What follows belongs to an exercise in optimizing a design on an open flow for small area, a short achievable clock period and few clock cycles per item; a production flow would make more cautious choices. At most, simulation tests tie the RTL to the original design; equivalence was not proved. Power figures rest on the tool's default switching activity, not on a simulated workload.

// dma_controller
module dma_controller(
    input wire clk,
    input wire reset,
    input wire trigger,
    input wire [4:0] length,
    input wire [31:0] source_address,
    input wire [31:0] destination_add,
    input wire ARREADY,
    input wire [31:0] RDATA,
    input wire RVALID,
    input wire AWREADY,
    input wire WREADY,
    input wire BVALID,
    output reg done,
    output wire [31:0] ARADDR,
    output wire ARVALID,
    output wire RREADY,
    output wire [31:0] AWADDR,
    output wire AWVALID,
    output wire [31:0] WDATA,
    output wire WVALID,
    output wire BREADY
);
    wire [2:0] words = length[4:2];
    addr_stream ar (.clk(clk), .reset(reset), .trigger(trigger), .words(words),
                    .base(source_address), .ready(ARREADY),
                    .valid(ARVALID), .addr(ARADDR));
    addr_stream aw (.clk(clk), .reset(reset), .trigger(trigger), .words(words),
                    .base(destination_add), .ready(AWREADY),
  ...
==> module addr_stream, before the edit <==
module addr_stream(
    input wire clk,
    input wire reset,
    input wire trigger,
    input wire [2:0] words,
    input wire [31:0] base,
    input wire ready,
    output wire valid,
    output wire [31:0] addr
);
    localparam G = 4;                       
    localparam NG = (27 + G - 1) / G;       
    reg busy;
    reg [2:0] idx;
    reg [2:0] flip_lo;
    reg [NG-1:0] carry;
    assign valid = trigger | busy;
    wire hs = valid & ready;
    wire last = (idx + 3'd1) == words;
    wire [2:0] idx_next = hs ? (last ? 3'd0 : idx + 3'd1) : idx;
    always @(posedge clk or posedge reset) begin
        if (reset) begin
            idx <= 3'd0;
            busy <= 1'b0;
        end else begin
            idx <= idx_next;
            if (hs)
                busy <= !last;
            else if (trigger)
                busy <= 1'b1;
        end
    end
    wire [3:0] lo_next = {1'b0, base[4:2]} + {1'b0, idx_next};
    wire [26:0] up = base[31:5];
    always @(posedge clk) begin
        flip_lo <= lo_next[2:0] ^ base[4:2];
    end
    genvar g, k;
    generate
        for (g = 0; g < NG; g = g + 1) begin : grp
            wire below;
            if (g == 0) begin : first
                assign below = 1'b1;
            end else begin : rest
                assign below = &up[g*G-1:0];
            end
            always @(posedge clk)
                carry[g] <= lo_next[3] & below;
        end
    endgenerate
    assign addr[1:0] = 2'b00;
    assign addr[4:2] = base[4:2] ^ flip_lo;
    generate
        for (k = 0; k < 27; k = k + 1) begin : bit_up
            localparam integer GB = (k / G) * G;    
            wire inner;
            if (k == GB) begin : first
                assign inner = 1'b1;
            end else begin : rest
                assign inner = &up[k-1:GB];
            end
            assign addr[5 + k] = up[k] ^ (carry[k / G] & inner);
        end
    endgenerate
endmodule
export LEC_CHECK = 0
export CAP_MARGIN = 20
export CORE_MARGIN = 2
export CORE_UTILIZATION = 40
export SETUP_SLACK_MARGIN = 1.5
export SLEW_MARGIN = 20
create_clock -name core_clock -period 4.0 [get_ports {clk}]
standard.sh (not shown) runs the stock make flow with config.mk's settings and CLKGATE_MAP_FILE= SYNTH_SCRIPT=/design/flow/synth_recipe.tcl, a recipe that flattens the netlist after the stock synthesis.
==> flow/flow/run.sh <==
#!/bin/bash
# Standard layout, but with the smallest buffer on the ports (the flow upsizes
# them where timing needs it).
set -euo pipefail
export BUFFER_PORTS_ARGS="-buffer_cell sky130_fd_sc_hd__buf_1"
bash standard.sh > standard.log 2>&1
Change:
--- a/flow/design.v
+++ b/flow/design.v
@@ -69,38 +69,51 @@
     reg [2:0] flip_lo;
     reg [NG-1:0] carry;
     assign valid = trigger | busy;
     wire hs = valid & ready;
-    wire last = (idx + 3'd1) == words;
-    wire [2:0] idx_next = hs ? (last ? 3'd0 : idx + 3'd1) : idx;
+    wire [2:0] idx_inc = idx + 3'd1;
+    wire last = idx_inc == words;
+    wire step = hs & !last;                 
     always @(posedge clk or posedge reset) begin
         if (reset) begin
             idx <= 3'd0;
             busy <= 1'b0;
         end else begin
-            idx <= idx_next;
+            if (hs)
+                idx <= last ? 3'd0 : idx_inc;
             if (hs)
                 busy <= !last;
             else if (trigger)
                 busy <= 1'b1;
         end
     end
-    wire [3:0] lo_next = {1'b0, base[4:2]} + {1'b0, idx_next};
+    wire [2:0] lo_inc = addr[4:2] + 3'd1;
+    wire carry_inc = carry[0] | (&addr[4:2]);
     wire [26:0] up = base[31:5];
     always @(posedge clk) begin
-        flip_lo <= lo_next[2:0] ^ base[4:2];
+        if (step)
+            flip_lo <= lo_inc ^ base[4:2];
+        else if (!busy)
+            flip_lo <= 3'd0;
+    end
+    reg carry0;
+    always @(posedge clk) begin
+        if (step)
+            carry0 <= carry_inc;
+        else if (!busy)
+            carry0 <= 1'b0;
     end
     genvar g, k;
     generate
         for (g = 0; g < NG; g = g + 1) begin : grp
-            wire below;
             if (g == 0) begin : first
-                assign below = 1'b1;
+                always @(*) carry[g] = carry0;
             end else begin : rest
-                assign below = &up[g*G-1:0];
+                reg below;
+                always @(posedge clk)
+                    below <= &up[g*G-1:0];
+                always @(*) carry[g] = carry0 & below;
             end
-            always @(posedge clk)
-                carry[g] <= lo_next[3] & below;
         end
     endgenerate
     assign addr[1:0] = 2'b00;
     assign addr[4:2] = base[4:2] ^ flip_lo;
The new run ran to the end with no violations; area after synthesis is higher by 5.2%; hold slack is worse by 0.034 ns; sequential power is higher by 9.1%; power is lower by 0.67%; wire length is higher by 5.5%; clock-buffer cell count is lower by 1; die area is higher by 4.9%; worst setup slack is better by 0.056 ns.
Testbench counts after the change, summed over its fixed seeds: cycles 5,957, words 1,889.
The RTL of the first run of this note was laid out without a check of its function.


The RTL this note starts from:
==> flow/design.v <==
`timescale 1ns / 1ps
module dma_controller(
    input wire clk,
    input wire reset,
    input wire trigger,
    input wire [4:0] length,
    input wire [31:0] source_address,
    input wire [31:0] destination_add,
    input wire ARREADY,
    input wire [31:0] RDATA,
    input wire RVALID,
    input wire AWREADY,
    input wire WREADY,
    input wire BVALID,
    output reg done,
    output wire [31:0] ARADDR,
    output wire ARVALID,
    output wire RREADY,
    output wire [31:0] AWADDR,
    output wire AWVALID,
    output wire [31:0] WDATA,
    output wire WVALID,
    output wire BREADY
);
    wire [2:0] words = length[4:2];
    addr_stream ar (.clk(clk), .reset(reset), .trigger(trigger), .words(words),
                    .base(source_address), .ready(ARREADY),
                    .valid(ARVALID), .addr(ARADDR));
    addr_stream aw (.clk(clk), .reset(reset), .trigger(trigger), .words(words),
                    .base(destination_add), .ready(AWREADY),
                    .valid(AWVALID), .addr(AWADDR));
    reg busy;
    assign WDATA = RDATA;
    assign WVALID = RVALID & busy;
    assign RREADY = WREADY & busy;
    reg [2:0] b_idx;
    assign BREADY = 1'b1;
    wire b_last = (b_idx + 3'd1) == words;
    always @(posedge clk or posedge reset) begin
        if (reset) begin
            b_idx <= 3'd0;
            busy <= 1'b0;
            done <= 1'b0;
        end else if (trigger) begin
            b_idx <= 3'd0;
            busy <= 1'b1;
            done <= 1'b0;
        end else if (busy && BVALID) begin
            b_idx <= b_idx + 3'd1;
            busy <= !b_last;
            done <= b_last;
        end
    end
endmodule
module addr_stream(
    input wire clk,
    input wire reset,
    input wire trigger,
    input wire [2:0] words,
    input wire [31:0] base,
    input wire ready,
    output wire valid,
    output wire [31:0] addr
);
    localparam G = 4;                       
    localparam NG = (27 + G - 1) / G;       
    reg busy;
    reg [2:0] idx;
    reg [2:0] flip_lo;
    reg [NG-1:0] carry;
    assign valid = trigger | busy;
    wire hs = valid & ready;
    wire [2:0] idx_inc = idx + 3'd1;
    wire last = idx_inc == words;
    wire step = hs & !last;                 
    always @(posedge clk or posedge reset) begin
        if (reset) begin
            idx <= 3'd0;
            busy <= 1'b0;
        end else begin
            if (hs)
                idx <= last ? 3'd0 : idx_inc;
            if (hs)
                busy <= !last;
            else if (trigger)
                busy <= 1'b1;
        end
    end
    wire [2:0] lo_inc = addr[4:2] + 3'd1;
    wire carry_inc = carry[0] | (&addr[4:2]);
    wire [26:0] up = base[31:5];
    always @(posedge clk) begin
        if (step)
            flip_lo <= lo_inc ^ base[4:2];
        else if (!busy)
            flip_lo <= 3'd0;
    end
    reg carry0;
    always @(posedge clk) begin
        if (step)
            carry0 <= carry_inc;
        else if (!busy)
            carry0 <= 1'b0;
    end
    genvar g, k;
    generate
        for (g = 0; g < NG; g = g + 1) begin : grp
            if (g == 0) begin : first
                always @(*) carry[g] = carry0;
            end else begin : rest
                reg below;
                always @(posedge clk)
                    below <= &up[g*G-1:0];
                always @(*) carry[g] = carry0 & below;
            end
        end
    endgenerate
    assign addr[1:0] = 2'b00;
    assign addr[4:2] = base[4:2] ^ flip_lo;
    generate
        for (k = 0; k < 27; k = k + 1) begin : bit_up
            localparam integer GB = (k / G) * G;    
            wire inner;
            if (k == GB) begin : first
                assign inner = 1'b1;
            end else begin : rest
                assign inner = &up[k-1:GB];
            end
            assign addr[5 + k] = up[k] ^ (carry[k / G] & inner);
        end
    endgenerate
endmodule
clock: 4.0 ns
lec_check: 0
cap_margin: 20
core_margin: 2
core_utilization: 40
cts_buf_list: sky130_fd_sc_hd__clkbuf_4
setup_slack_margin: 1.5
slew_margin: 20
Scripts as last shown in full above: flow/flow/run.sh
Testbench counts at the start, summed over its fixed seeds: cycles 5,957, words 1,889.
Rerun with:
--- a/flow/design.v
+++ b/flow/design.v
@@ -28,28 +28,24 @@
                     .valid(ARVALID), .addr(ARADDR));
     addr_stream aw (.clk(clk), .reset(reset), .trigger(trigger), .words(words),
                     .base(destination_add), .ready(AWREADY),
                     .valid(AWVALID), .addr(AWADDR));
-    reg busy;
+    reg [2:0] b_left;
+    wire busy = |b_left;
     assign WDATA = RDATA;
     assign WVALID = RVALID & busy;
     assign RREADY = WREADY & busy;
-    reg [2:0] b_idx;
-    assign BREADY = 1'b1;
-    wire b_last = (b_idx + 3'd1) == words;
+    assign BREADY = BVALID;
     always @(posedge clk or posedge reset) begin
         if (reset) begin
-            b_idx <= 3'd0;
-            busy <= 1'b0;
+            b_left <= 3'd0;
             done <= 1'b0;
         end else if (trigger) begin
-            b_idx <= 3'd0;
-            busy <= 1'b1;
+            b_left <= words;
             done <= 1'b0;
         end else if (busy && BVALID) begin
-            b_idx <= b_idx + 3'd1;
-            busy <= !b_last;
-            done <= b_last;
+            b_left <= b_left - 3'd1;
+            done <= b_left == 3'd1;
         end
     end
 endmodule
 module addr_stream(
@@ -85,38 +81,43 @@
             else if (trigger)
                 busy <= 1'b1;
         end
     end
-    wire [2:0] lo_inc = addr[4:2] + 3'd1;
+    wire [2:0] flip_inc = flip_lo ^ {addr[3] & addr[2], addr[2], 1'b1};
     wire carry_inc = carry[0] | (&addr[4:2]);
     wire [26:0] up = base[31:5];
     always @(posedge clk) begin
         if (step)
-            flip_lo <= lo_inc ^ base[4:2];
+            flip_lo <= flip_inc;
         else if (!busy)
             flip_lo <= 3'd0;
     end
     reg carry0;
-    always @(posedge clk) begin
+    reg carry0_next;
+    always @(*) begin
         if (step)
-            carry0 <= carry_inc;
+            carry0_next = carry_inc;
         else if (!busy)
-            carry0 <= 1'b0;
+            carry0_next = 1'b0;
+        else
+            carry0_next = carry0;
     end
+    always @(posedge clk)
+        carry0 <= carry0_next;
     genvar g, k;
     generate
         for (g = 0; g < NG; g = g + 1) begin : grp
             if (g == 0) begin : first
                 always @(*) carry[g] = carry0;
             end else begin : rest
-                reg below;
+                reg into;
                 always @(posedge clk)
-                    below <= &up[g*G-1:0];
-                always @(*) carry[g] = carry0 & below;
+                    into <= carry0_next & (&up[g*G-1:0]);
+                always @(*) carry[g] = into;
             end
         end
     endgenerate
-    assign addr[1:0] = 2'b00;
+    assign addr[1:0] = base[1:0];           
     assign addr[4:2] = base[4:2] ^ flip_lo;
     generate
         for (k = 0; k < 27; k = k + 1) begin : bit_up
             localparam integer GB = (k / G) * G;    
Total power came out lower by a few percent.
Fmax goes up slightly.
First-iteration DRC count drops by a quarter to a third.
Die area drops by a few percent.
Register-to-register slack gets worse by 0.11 ns.
Routed wire length stays flat.
Setup slack gets better by 0.030 ns.
Worst hold slack degrades by 0.033 ns.
Global-route usage grows by 0.79 points.
Critical path depth went down by 1.
Count of clock-buffer cells in the layout stays the same.
Design area shrinks by a little under a tenth.
Clock skew is about the same.
Testbench counts after the change, summed over its fixed seeds: cycles 5,957, words 1,889.

separate check: timing with driven ports:
The flow's constraints put no driver on any port. The routed layouts listed below were extracted and timed again, unchanged, in two steps.
Step 1 (the two cells are an assumption about what drives the block):
set clk [get_ports {clk}]
set_driving_cell -lib_cell sky130_fd_sc_hd__clkbuf_16 $clk
set_driving_cell -lib_cell sky130_fd_sc_hd__buf_2 [delete_from_list [all_inputs] $clk]
Step 2 also shifts input and output timing later by t, the mid clock arrival at the registers, as if the neighbouring blocks saw the same clock.
a / b / c = ideal / step 1 / step 2; a / b = the first two.
run | shift t [ns] | setup WS [ns] | worst setup path after step 2 | clock arrival spread, ns | cell pins on the clock port's net
the first run of note 1 | 0.301 | 1.593 / 1.594 / 1.293 | input to register | 0.006 / 0.006 | 1
the second run of note 1 | 0.299 | 1.648 / 1.619 / 1.619 | input to output | 0.006 / 0.006 | 1
the first run of note 2 | 0.343 | 1.640 / 1.613 / 1.613 | input to output | 0.010 / 0.010 | 1
the second run of note 2 | 0.349 | 1.670 / 1.648 / 1.525 | input to register | 0.009 / 0.009 | 1
After both steps every run listed still meets setup and hold. The setup slack of the first run of note 1, which loses most, moves by +0.001 ns with the drivers and by -0.300 ns with both steps.
